What follows belongs to an exercise in optimizing a design on an open flow for small area; a production flow would make more cautious choices. Function was checked by simulation only, so behaviour that the tests miss may differ from the original.

==> flow/design.v <==
module alarm_controller ( CLK, rst, start_stop_button, set_button, snooze_button, ssd_led_out, led_out) ;
input CLK, rst, start_stop_button, set_button, snooze_button;
output reg [3:0] ssd_led_out;  
output reg [8:0] led_out;  
reg [2:0] alarm_state;
parameter st00_idle = 'd0;
parameter st01_set = 'd1;
parameter st02_start = 'd2;
parameter st03_alarm = 'd3;
parameter st04_snooze_start ='d4;
reg clk_en, set_en;
integer start_stop_counter, set_button_counter, counter_clk, rem_time, set_time;
always @(posedge CLK) 
begin
 if (rst) begin
   counter_clk <= 'd0;
   clk_en <= 0;
 end else if (alarm_state == st02_start || alarm_state == st03_alarm) begin
	if(counter_clk == 'd9) begin
		counter_clk <= 'd0;
		clk_en <= 1;
	end else begin
		counter_clk <= counter_clk +1;
		clk_en <= 0;
	end
 end else begin
   counter_clk <= 'd0;
   clk_en <= 0; 
 end
end
always @(posedge CLK) begin
	if (rst) begin
		set_button_counter <= 0;
		start_stop_counter <= 0;
	end else begin
	if (set_button == 0 && set_button_counter < 'd3) begin
			set_button_counter <= set_button_counter + 'd1;
	end else if (set_button == 1) begin
			set_button_counter <= 0;
	end
	if (start_stop_button == 0 && start_stop_counter < 'd3 ) begin
		start_stop_counter <= start_stop_counter + 'd1;
	end else if (start_stop_button == 1) begin
		start_stop_counter <= 'd0;
	end	
	end
end
always @(posedge CLK) begin
	if (rst) begin
		alarm_state <= st00_idle;
		set_en <= 0;
		set_time <= 0;
		led_out <= 9'b0;
	end else
	case (alarm_state)
	st00_idle : begin 
					alarm_state <= st01_set;
					led_out <= 9'b0;
					set_time <= 0;
					set_en <= 0;
					end
	st01_set :  begin
				   if (set_button_counter == 'd2 && set_time < 'd9) begin
						set_time <= set_time+'d1;
						set_en <= 1;   
						led_out <= {led_out[7:0],1'b1};  
					end else if (start_stop_counter == 'd2 && set_en == 1) begin  
						alarm_state <= st02_start;
						end
				   end
	st02_start : begin
					if (rem_time == 0 ) begin  
						alarm_state <= st03_alarm;
					end else if (clk_en == 1) begin  
						led_out <= {1'b0, led_out[8:1]};  
						end
					end
	st03_alarm : begin
					if(snooze_button == 0) begin  
						alarm_state <= st04_snooze_start;
					end else if (start_stop_button == 0 && start_stop_counter == 'd2) begin  
						alarm_state <= st00_idle;
						end else if (clk_en == 1) begin  
						led_out <= ~(led_out);  
						end
					end
	st04_snooze_start :  begin
						alarm_state <= st02_start;
						led_out<= 9'b000011111;
						end
	default : begin  
				 alarm_state <= st00_idle;
				 end
	endcase
end
always @(posedge CLK) begin
		if (rst) begin
			rem_time <= 0;
			ssd_led_out <= 4'b0;
		end else if (alarm_state == st01_set) begin
			rem_time <= set_time;  
			if (set_button_counter == 'd2 && set_time < 'd9) begin
				ssd_led_out <= ssd_led_out + 1'b1;	 
			end
		end else if (alarm_state == st02_start ) begin 
				if (clk_en == 1 && rem_time > 'd0 )begin  
					rem_time <= rem_time-'d1;
					ssd_led_out <= ssd_led_out - 1'b1;
				end
			end else if (alarm_state == st04_snooze_start) begin  
			rem_time <= 'd5;
			ssd_led_out <= 4'b0101;
		end
end
endmodule 
==> flow/run.sh <==
#!/bin/bash
# synth_recipe.tcl (not shown) runs the flow's synth.tcl, then flattens the netlist and writes it again
# the make line also repeats each setting of config.mk as NAME=value (left out here)
make -C /OpenROAD-flow-scripts/flow DESIGN_CONFIG=/design/flow/config.mk WORK_HOME=/design/flow/orfs CLKGATE_MAP_FILE= SYNTH_SCRIPT=/design/flow/synth_recipe.tcl finish
==> flow/config.mk <==
export PLATFORM = sky130hd
export DESIGN_NAME = alarm_controller
export DESIGN_NICKNAME = alarm_controller
export VERILOG_FILES = /design/flow/design.v
export SDC_FILE = /design/flow/constraint.sdc
export NUM_CORES = 4
export LEC_CHECK = 0
export CAP_MARGIN = 20
export CORE_MARGIN = 2
export CORE_UTILIZATION = 40
export SLEW_MARGIN = 20
==> flow/constraint.sdc <==
create_clock -name core_clock -period 5.0 [get_ports {CLK}]
set_input_delay 1.0000 -clock core_clock [delete_from_list [all_inputs] [get_ports {CLK}]]
set_output_delay 1.0000 -clock core_clock [all_outputs]
set_load 0.01 [all_outputs]
==> results.sh <==
export IMPL_criticalPathCategory="reg2reg"
export IMPL_vias=5917
export IMPL_fmax_mhz=305
export IMPL_diodes=0
export IMPL_worstMarginPinSlew_ns=0.903
export IMPL_num_fill_cells=1769
export IMPL_yosysSeqAreaShare_pct=47.4
export IMPL_ys_ff_latch=178
export IMPL_cts_tree="done"
export IMPL_mostFrequentLayoutCells="178 x dfxtp_1, 91 x and2_1, 85 x nor2_1, 67 x nand2_1, 54 x a21oi_1"
export IMPL_setup_viol=0
export IMPL_power_mw=2.91
export IMPL_startpoint_type="flop"
export IMPL_tns_ns=0
export IMPL_drive_gt1_share_pct=6.86
export IMPL_synth_main_ff_cell="dfxtp_1"
export IMPL_synth_nets=873
export IMPL_cts_sinks=178
export IMPL_slowest_stage="or4_1"
export IMPL_io_pins=18
export IMPL_grt_max_degree=44
export IMPL_h_tree_depth=4
export IMPL_maxCapViolCount=0
export IMPL_drv_slew=0
export IMPL_drt_iter0_drc=295
export IMPL_rsz0062_at_grt="no"
export IMPL_post_drt_wl_per_cell_um=14.5
export IMPL_power_density_nw_per_um2=343
export IMPL_synth_top_area_share_pct=47.4
export IMPL_worst_ir_drop_vdd_uv=258
export IMPL_min_path_type="reg2reg"
export IMPL_area_growth_pct=13.0
export IMPL_antenna_found_initial=0
export IMPL_ys_warn_count=1
export IMPL_synth_edff_count=0
export IMPL_cts_buffers_inserted=17
export IMPL_first_pass_iters=5
export IMPL_finalWirelength_um=16100
export IMPL_die_area_um2=19900
export IMPL_crit_chain="or4_4, or4_1, nor4_4, o31a_1, buf_4, o21ai_0, a21oi_1"
export IMPL_whs_ns=0.459
export IMPL_postCtsHoldBufs=0
export IMPL_netlist_instances=856
export IMPL_overflow=0
export IMPL_post_cts_setup_buffers=0
export IMPL_rows=50
export IMPL_cp_arrival_ns=3.63
export IMPL_fp_dieW_um=141
export IMPL_syn_cell_area_um2=7510
export IMPL_endpoint_kind="flop"
export IMPL_synth_area_top_cells="dfxtp_1 47%, and2_1 7.6%, nor2_1 4.3%, a21oi_1 3.6%, nand2_1 3.3%"
export IMPL_routed_via_density=5.34
export IMPL_cts_root_buffer="clkbuf_16"
export IMPL_cts_max_path_buffers=2
export IMPL_drc_errors=0
export IMPL_final_common_cell="dfxtp_1"
export IMPL_die_height_um=141
export IMPL_worstPathMaxFanout=28
export IMPL_min_period_ns=3.28
export IMPL_grt_pass1_vias=5592
export IMPL_globalplace_congestion=0.809
export IMPL_port_buffers=17
export IMPL_dp_hpwl_um=10500
export IMPL_grt_pass1_wl_um=27300
export IMPL_clock_latency_ns=0.42
export IMPL_relSlewSlack_pct=38.3
export IMPL_utilization_pct=45.7
export IMPL_initial_core_util_pct=40.4
export IMPL_ant_nets=0
export IMPL_core_um2=18600
export IMPL_async_flop_share_pct=0
export IMPL_cts_clk_slew_worst_paths_ns=0.07
export IMPL_final_hold_viol_count=0
export IMPL_grt_total_usage_pct=16.7
export IMPL_yosysTopAreaCell="dfxtp_1"
export IMPL_place_area_um2=7900
export IMPL_layout_nets=878
export IMPL_period_share_pct=65.6
export IMPL_skew_ns=0.00801
export IMPL_leakage_nw=3.07
export IMPL_fin_area_um2=8480
export IMPL_status="no timing/DRC/antenna violations"
export IMPL_ctsResizeCount=0
export IMPL_critPathRequiredTime_ns=5.35
export IMPL_slowest_delay_ns=0.63
export IMPL_avgSynthCellArea_um2=8.77
export IMPL_ys_types=63
-- Yosys cell counts, types with 3 or more instances --
master,count
and4_1,7
clkbuf_1,35
nor4_1,30
o41ai_1,4
o211ai_1,4
or4_4,3
nand4_1,9
a21oi_1,54
a22oi_1,4
or3_1,4
and2_1,91
nor4b_1,4
buf_2,4
a32o_1,10
nand2b_1,4
and3_1,10
inv_1,25
nand3_1,21
a211oi_1,5
a221oi_1,12
buf_1,3
or4_1,5
o21ai_0,35
xor2_1,17
a2111oi_0,4
dfxtp_1,178
or2_2,4
o31ai_1,4
nor2_1,86
ha_1,12
a31oi_1,3
nand2_1,67
xnor2_1,21
nor3_1,41
o31a_1,4
-- worst max-delay path, delay by kind of cell (launching register included) --
kind,cells,cell delay (ns)
AO/OA/AOI/OAI,3,0.70
flip-flops,1,0.36
buffers and inverters,1,0.36
AND/OR/NAND/NOR,3,1.77
-- per-layer routing --
layer,part of all wire (%),track usage [%]
met1,48,22.1
met2,47,27.2
met3,3.5,3.23
met4,1.3,6.26
met5,0,0
-- cell families (layout without fill, tap and decap cells) --
family	after synthesis	in the layout	synth area share, %
multiplexers	2	2	0.267
buffers and inverters	68	86	3.46
AND/OR/NAND/NOR	394	394	27.7
XOR/XNOR	38	38	4.43
adder cells (fa/ha/maj)	12	12	2.00
flip-flops	178	178	47.4
AO/OA/AOI/OAI	164	164	14.7
-- final timing paths --
path	startpoint	endpoint	slack, ns	cells after the start
max	rem_time[8]	rem_time[17]	1.72	7
min	start_stop_counter[14]	start_stop_counter[14]	0.46	1
max reg2reg	rem_time[8]	rem_time[17]	1.72	7
min reg2reg	start_stop_counter[14]	start_stop_counter[14]	0.46	1
-- report_power, final --
group | total (mW) | internal, mW | switching, mW
Sequential | 1.45 | 1.43 | 0.0187
Clock | 1.29 | 0.729 | 0.558
Combinational | 0.173 | 0.0641 | 0.109
Total | 2.91 | 2.22 | 0.685
-- per-stage QoR --
| step | instances | worst slack [ns] |
|---|---|---|
| final | 1108 | 1.72 |
| after global routing | 1108 | 1.46 |
| after CTS | 1108 | 1.72 |
| after detailed placement | 1076 | 1.74 |
| after global placement | 1076 | 1.78 |
| after floorplan | 856 | 2.33 |
-- sequential cells by signal, indices dropped and copies added (netlist names) --
signal,count
counter_clk,32
rem_time,32
set_button_counter,32
set_time,32
start_stop_counter,32
led_out,9
ssd_led_out,4
alarm_state,3
clk_en,1
set_en,1
-- area by class of cell --
class / instances / area, um2 / share of cell area [%]
inverter: 26 / 97.6 / 1.15
tap: 234 / 293 / 3.45
timing repair buffer: 28 / 248 / 2.92
sequential: 178 / 3560 / 42.0
clock buffer: 21 / 470 / 5.54
multi-input combinational: 610 / 3710 / 43.7
clock inverter: 11 / 104 / 1.22

==> separate check: timing with driven ports <==
Ports are ideal in the flow. The routed layout listed here was re-timed in OpenROAD. Step 1 (the two cells are an assumption about what drives the block):
set clk [get_ports {CLK}]
set_driving_cell -lib_cell sky130_fd_sc_hd__clkbuf_16 $clk
set_driving_cell -lib_cell sky130_fd_sc_hd__buf_2 [delete_from_list [all_inputs] $clk]
Step 2 moves the port delays by t, midway between the first and last clock arrival at a register: inputs arrive t later, outputs are due t later. That takes back most of the time a late clock gives input paths. Slacks: ideal ports / drivers / drivers and shift; pairs: ideal ports / drivers.
t (ns): 0.466
setup WS [ns]: 1.720 / 1.720 / 1.720
worst data-port slew with drivers (ns): 0.03
cell pins on the clock port's net: 1
After both steps this run still meets setup and hold. For this run, drivers alone change the setup slack by 0.000 ns; drivers and shift together by 0.000 ns.
